What follows belongs to an exercise in optimizing a design on an open flow for small area, a short achievable clock period and few clock cycles per item; a production flow would make more cautious choices.
Only simulation tests tie the RTL to the original design; equivalence was not proved.

==> design.v <==
module SHA1_hash (
	clk,
	nreset,
	start_hash,
	message_addr,
	message_size,
	hash,
	done,
   port_A_data_out,
   port_A_addr
	);
input  clk;
input  nreset;
input  start_hash;
input  [31:0] message_addr;
input  [31:0] message_size;
output [159:0] hash;
input  [31:0] port_A_data_out;
output [15:0] port_A_addr;
output done;  
function [31:0] changeEndian;
		input [31:0] value;
		changeEndian = { value[7:0], value[15:8], value[23:16], value[31:24]};
endfunction
function [31:0] leftCircleShift;
	input [31:0] value;
	input [31:0] shiftAmount;
	leftCircleShift = (value << shiftAmount) | (value >> (32 - shiftAmount));
endfunction
reg [1:0] STATE;
parameter s_set = 0,
			s_compute = 1,
			s_post = 2,
			s_done = 3;
reg [1:0] READ_STATE;
parameter s_msg = 0,
			s_one = 1,
			s_zero = 2,
			s_length = 3;
reg [1:0] T_STATE;
parameter s_0 = 0,
			s_1 = 1,
			s_2 = 2,
			s_3 = 3;
integer i;
reg [6:0]  t;
reg [15:0] read_addr;
reg [31:0] amount_read;
reg [31:0] W[0:15];
reg [31:0] A, B, C, D, E, F, K, P;
wire [31:0]	word_in, total_length;
wire [15:0]	read_addr_n;
reg [159:0] hash;
reg done;
assign port_A_addr = read_addr;
assign total_length = (message_size * 8) + 1 + 512 - (((8 * message_size) + 65) % 512) + 64;
assign read_addr_n = read_addr + 4;
assign word_in = changeEndian(port_A_data_out);
always@(posedge clk or negedge nreset)
begin
	if(!nreset) begin
		STATE <= s_set;
		T_STATE <= s_0;
		READ_STATE <= s_msg;
		read_addr <= 0;
		done <= 0;
		hash <= 0;
	end
	else begin
		case(STATE)
			s_set:
			begin
				if(start_hash) begin
					STATE <= s_compute;
					read_addr <= message_addr[15:0];
					hash[159:128] <= 32'h67452301;
					hash[127:96]  <= 32'hefcdab89;
					hash[95:64]   <= 32'h98badcfe;
					hash[63:32]   <= 32'h10325476;
					hash[31:0]    <= 32'hc3d2e1f0;
				end
			end
			s_compute:
			begin
				if(t < 16)
				begin
					read_addr <= read_addr + 4;
				end
				if(t < 17)
				begin
					case(READ_STATE)
						s_msg:
						begin
							if((message_size  < (amount_read + 32)/8)) READ_STATE <= s_one;
						end
						s_one:
						begin
							if(t != 0) READ_STATE <= s_zero;
						end
						s_zero:
						begin
							if(amount_read == total_length-32) READ_STATE <= s_length;
						end
						s_length:
						begin
						end
					endcase
				end
				if(t > 1)
				begin
					case(T_STATE)
						s_0: if(t == 20) begin T_STATE <= s_1; end
						s_1: if(t == 40) begin T_STATE <= s_2; end
						s_2: if(t == 60) begin T_STATE <= s_3; end
						s_3: if(t == 81) begin T_STATE <= s_0; end
					endcase
					if(t == 81)
					begin
						STATE <= s_post;
					end
				end
			end
			s_post:
			begin
				hash[159:128] <= hash[159:128] + A;
				hash[127:96]  <= hash[127:96]  + B;
				hash[95:64]   <= hash[95:64]   + C;
				hash[63:32]   <= hash[63:32]   + D;
				hash[31:0]    <= hash[31:0]    + E;
				if(amount_read >= total_length)
				begin
					STATE <= s_done;
				end
				else
				begin
					STATE <= s_compute;
				end
			end
			s_done:
			begin
				done <= 1;
			end
		endcase
	end
end
always@(posedge clk)
begin
	if(nreset) begin
		case(STATE)
			s_set:
			begin
				if(start_hash) begin
					amount_read <= 0;
					t <= 0;
					A <= 32'h67452301;
					B <= 32'hefcdab89;
					C <= 32'h98badcfe;
					D <= 32'h10325476;
					E <= 32'hc3d2e1f0;
					F <= (32'hefcdab89 & 32'h98badcfe) ^ (~32'hefcdab89 & 32'h10325476);
					P <= leftCircleShift( 32'hefcdab89, 30);
					K <= 32'h5a827999;
				end
			end
			s_compute:
			begin
				t <= t + 1;
				if(t < 16)
				begin
					amount_read <= amount_read+32;
				end
				if(t < 17)
				begin
					case(READ_STATE)
						s_msg:
						begin
							W[15] <= word_in;								 
						end
						s_one:
						begin
							case(message_size % 4)           
							0: W[15] <= 32'h80000000;
							1: W[15] <= word_in & 32'hFF000000 | 32'h00800000;
							2: W[15] <= word_in & 32'hFFFF0000 | 32'h00008000;
							3: W[15] <= word_in & 32'hFFFFFF00 | 32'h00000080;
							endcase
						end
						s_zero:
						begin
							W[15] <= 32'h00000000;           
						end
						s_length:
						begin
							W[15] <= (message_size * 8);		 
						end
					endcase
				end
				else
				begin
					W[15] <= leftCircleShift((W[13] ^ W[8] ^ W[2] ^ W[0]), 1);
				end
				for(i = 0; i < 15; i=i+1)
				begin
					W[i] <= W[i+1];
				end
				if(t > 1)
				begin
					case(T_STATE)
						s_0:
						begin
							K <= 32'h5a827999;
							F <= (A & P) ^ (~A & C);
						end
						s_1:
						begin
							K <= 32'h6ed9eba1;
							F <= A ^ P ^ C;
						end
						s_2:
						begin
							K <= 32'h8f1bbcdc;
							F <= (A & P) ^ (A & C) ^ (P & C);
						end
						s_3:
						begin
							K <= 32'hca62c1d6;
							F <=  A ^ P ^ C;
						end
					endcase
					A <= ((A << 5) | (A >> 27)) + F + W[15] + K + E;
					B <= A;
					C <= P;
					D <= C;
					E <= D;
					P <= leftCircleShift(A, 30);
				end
			end
			s_post:
			begin
				t <= 0;
				A <= hash[159:128] + A;
				B <= hash[127:96]  + B;
				C <= hash[95:64]   + C;
				D <= hash[63:32]   + D;
				E <= hash[31:0]    + E;
				F <= ((hash[127:96] + B) & (hash[95:64] + C)) ^ (~(hash[127:96] + B) & (hash[63:32] + D));
				P <= leftCircleShift((hash[127:96] + B), 30);
				K <= 32'h5a827999;
			end
			default:
			begin
			end
		endcase
	end
end
endmodule
==> run.sh <==
#!/bin/bash
# synth_recipe.tcl (not shown) runs the flow's synth.tcl, then flattens the netlist and writes it again
# the make line also repeats each setting of config.mk as NAME=value (left out here)
make -C /OpenROAD-flow-scripts/flow DESIGN_CONFIG=/design/flow/config.mk WORK_HOME=/design/flow/orfs CLKGATE_MAP_FILE= SYNTH_SCRIPT=/design/flow/synth_recipe.tcl finish
==> config.mk <==
export PLATFORM = sky130hd
export DESIGN_NAME = SHA1_hash
export DESIGN_NICKNAME = SHA1_hash
export VERILOG_FILES = /design/flow/design.v
export SDC_FILE = /design/flow/constraint.sdc
export NUM_CORES = 4
export LEC_CHECK = 0
export CAP_MARGIN = 20
export CORE_MARGIN = 2
export CORE_UTILIZATION = 40
export SLEW_MARGIN = 20
==> constraint.sdc <==
create_clock -name core_clock -period 6.0 [get_ports {clk}]
set_input_delay 1.2000 -clock core_clock [delete_from_list [all_inputs] [get_ports {clk}]]
set_output_delay 1.2000 -clock core_clock [all_outputs]
set_load 0.01 [all_outputs]
==> run summary <==
-- logic make-up after synthesis --
group / Yosys count / share of synthesized area
AO/OA/AOI/OAI: 1178 / 0.166
XOR/XNOR: 342 / 0.0611
adder cells (fa/ha/maj): 423 / 0.123
buffers and inverters: 300 / 0.0227
flip-flops: 934 / 0.537
multiplexers: 66 / 0.0139
AND/OR/NAND/NOR: 792 / 0.0762
-- critical path: stages, from the launching register on --
cell and delay (ns):
edfxtp_1 0.52, fa_1 0.54, fa_1 0.51, inv_1 0.05, fa_1 0.45, inv_1 0.07
ha_1 0.19, fa_1 0.22, a21oi_1 0.08, o21bai_1 0.33, a211oi_2 0.16, o31ai_1 0.67
a211oi_2 0.19, o31a_1 0.36, a31oi_1 0.29, and3_1 0.19, o21ai_0 0.11, nor2b_1 0.17
xnor2_1 0.12, a221o_1 0.29
-- routing by layer --
metal | global-route usage | up-vias | wire [um]
met5 | 0 | - | 0
met4 | 0.101 | 0 | 7270
met3 | 0.0405 | 289 | 11100
met2 | 0.373 | 1350 | 71100
met1 | 0.319 | 17700 | 65400
li1 | - | 16000 | -
-- cell usage after synthesis, types with 43 or more instances --
master,n
a21o_1,105
a21oi_1,283
a221o_1,73
a22o_1,58
clkbuf_1,131
dfrtp_1,183
edfxtp_1,751
fa_1,125
ha_1,298
inv_1,146
nand2_1,212
nand3_1,88
nor2_1,221
o21a_1,43
o21ai_0,152
o22a_1,72
xnor2_1,255
xor2_1,81
-- worst max-delay path by stage --
stage	slack, ns	end	cells past startpoint	startpoint
2_1_floorplan	-3.67	W[15][0]	3	nreset
3_3_place_gp	0.13	READ_STATE[0]	19	message_size[3]
3_5_place_dp	0.07	READ_STATE[0]	19	message_size[3]
4_1_cts	0.1	A[29]	19	E[1]
5_1_grt	-0.004	A[29]	19	E[1]
6_report	0.21	A[29]	19	E[1]
-- stage by stage --
step / hold WS (ns) / area [sq um] / utilization / instances
6_report: 0.323 / 58600 / 0.467 / 6057
5_1_grt: 0.294 / 58600 / 0.467 / 6056
4_1_cts: 0.275 / 58600 / 0.467 / 6055
3_5_place_dp: 0.405 / 55300 / 0.441 / 5864
3_3_place_gp: 0.401 / 55300 / 0.441 / 5864
2_1_floorplan: 0.400 / 50600 / - / 4035
-- layout make-up --
| class | instances | area share |
|---|---|---|
| flip-flops and latches | 934 | 0.463 |
| well taps | 1650 | 0.0352 |
| repair buffers | 333 | 0.0556 |
| inverters | 147 | 0.00966 |
| clock buffers | 147 | 0.0493 |
| diodes | 1 | 0.0000427 |
| clock inverters | 44 | 0.00629 |
| multi-input cells | 2801 | 0.381 |
-- state kept, by name, indices dropped and copies added (netlist names) --
register and flops:
t 7, C 32, F 32, hash 160, A 32, B 1, done 1, amount_read 27
STATE 2, READ_STATE 2, D 32, K 13, read_addr 16, P 31, E 32, T_STATE 2
W 512
-- what timing repair did --
item,in CTS,in global routing
gates resized for setup,0,2
buffers inserted,0,0
setup endpoints to repair,0,3
==> results.sh <==
export IMPL_cts_root_buffer="clkbuf_16"
export IMPL_r2r_end="A[29]"
export IMPL_avgRoutedWirePerCell_um=25.6
export IMPL_antenna_found_initial=3
export IMPL_grt_pass1_vias=34300
export IMPL_syn_avg_cell_area_sq_um=12.5
export IMPL_drt_iter0_markers=3790
export IMPL_layout_commonest_cell="edfxtp_1"
export IMPL_cts_path_max_buffers=3
export IMPL_postRouteWirelength_um=155000
export IMPL_yosysTopAreaCell="edfxtp_1"
export IMPL_die_height_um=359
export IMPL_multiInputGateArea_sq_um=22400
export IMPL_grt_pass1_wl_um=228000
export IMPL_relSlewSlack=0.205
export IMPL_cp_start_kind="register"
export IMPL_htree_levels=3
export IMPL_final_cell_mix="edfxtp_1 (751), ha_1 (296), a21oi_1 (282), clkdlybuf4s50_1 (258), xnor2_1 (255)"
export IMPL_clock_sinks=934
export IMPL_path_max_fanout=3
export IMPL_core_area_sq_um=126000
export IMPL_yosys_register_bits=934
export IMPL_grt_max_degree=166
export IMPL_portBuffers=259
export IMPL_outcome="complete, no violations"
export IMPL_ant_nets=0
export IMPL_dieArea_sq_um=129000
export IMPL_first_pass_iters=7
export IMPL_regToRegStartpoint="E[1]"
export IMPL_gp_congestion=0.920
export IMPL_cts_tree="built"
export IMPL_die_w_um=359
export IMPL_synth_top_cell_area_share=0.446
export IMPL_maxCapViolCount=0
export IMPL_ctsHoldBuffers=0
export IMPL_insertion_delay_ns=0.72
export IMPL_hold_viol_final=0
export IMPL_crit_type="register to register"
export IMPL_vias_per_cell=5.83
export IMPL_clk_pin_slew_worst_paths_ns=0.06
export IMPL_yosys_top_cells_area="edfxtp_1 (45%), dfrtp_1 (9.1%), ha_1 (7.4%)"
export IMPL_setup_ws_ns=0.214
export IMPL_setup_violations=0
export IMPL_max_slew_worst_pin_slew_ns=1.19
export IMPL_max_freq_mhz=173
export IMPL_arrival_ns=6.23
export IMPL_rrSetupSlack_ns=0.21
export IMPL_cp_data_required_time_ns=6.44
export IMPL_ios=276
export IMPL_yosys_warnings=2
export IMPL_vias=35300
export IMPL_synth_nets=4557
export IMPL_pre_cts_ws_ns=0.0664
export IMPL_hold_path_class="primary input to async pin"
export IMPL_end_kind="register"
export IMPL_fin_crit_sh=0.964
export IMPL_ys_types=100
export IMPL_ys_seq_area_frac=0.537
export IMPL_synth_flop_cell="edfxtp_1"
export IMPL_slew_violations=0
export IMPL_drive_above_1_share=0.0747
export IMPL_area_growth_pct=16.0
export IMPL_placementRows=130
export IMPL_start_util=0.402
export IMPL_grt_use_total=0.236
export IMPL_seqCellArea_sq_um=27100
export IMPL_nFillCells=11300
export IMPL_syn_area_sq_um=50500
export IMPL_grt_overflow=0
export IMPL_cts_buffers=102
export IMPL_netlist_instances=4035
export IMPL_nets=4841
export IMPL_skew_ns=0.0390
export IMPL_finalCriticalPeriod_ns=5.79
export IMPL_setup_tns_final_ns=0
export IMPL_place_hpwl_um=113000
export IMPL_synth_edff_count=751
export IMPL_drc_errors=0
export IMPL_async_flop_share=0.196
export IMPL_ff2ff_path_depth=19
Testbench counts, summed over its fixed seeds: cycles 215,859, bytes 152,657.

==> re-timing with driven ports <==
No port has a modelled driver above. Below, the same layout with a new extraction and two added sets of constraints.
Step 1 sets driving cells, clkbuf_16 on the clock port and buf_2 on the other inputs (assumed; they add their load-dependent delay and slew).
Step 2 adds t to the input delays and takes it off the output delays; t is the mean of the earliest and latest rising clock arrival at the registers after step 1. Input paths then give back, and output paths get back, about the clock's delay inside the block.
Slacks: no drivers / after step 1 / after step 2; pairs: no drivers / after step 1.
shift t [ns]: 0.781
setup slack, ns: 0.214 / 0.214 / -0.013
clock arrival spread, ns: 0.048 / 0.048
With both steps, setup timing fails in this run, where it was met with ideal ports. The setup slack of this run moves by 0.000 ns with the drivers and by -0.227 ns with both steps.
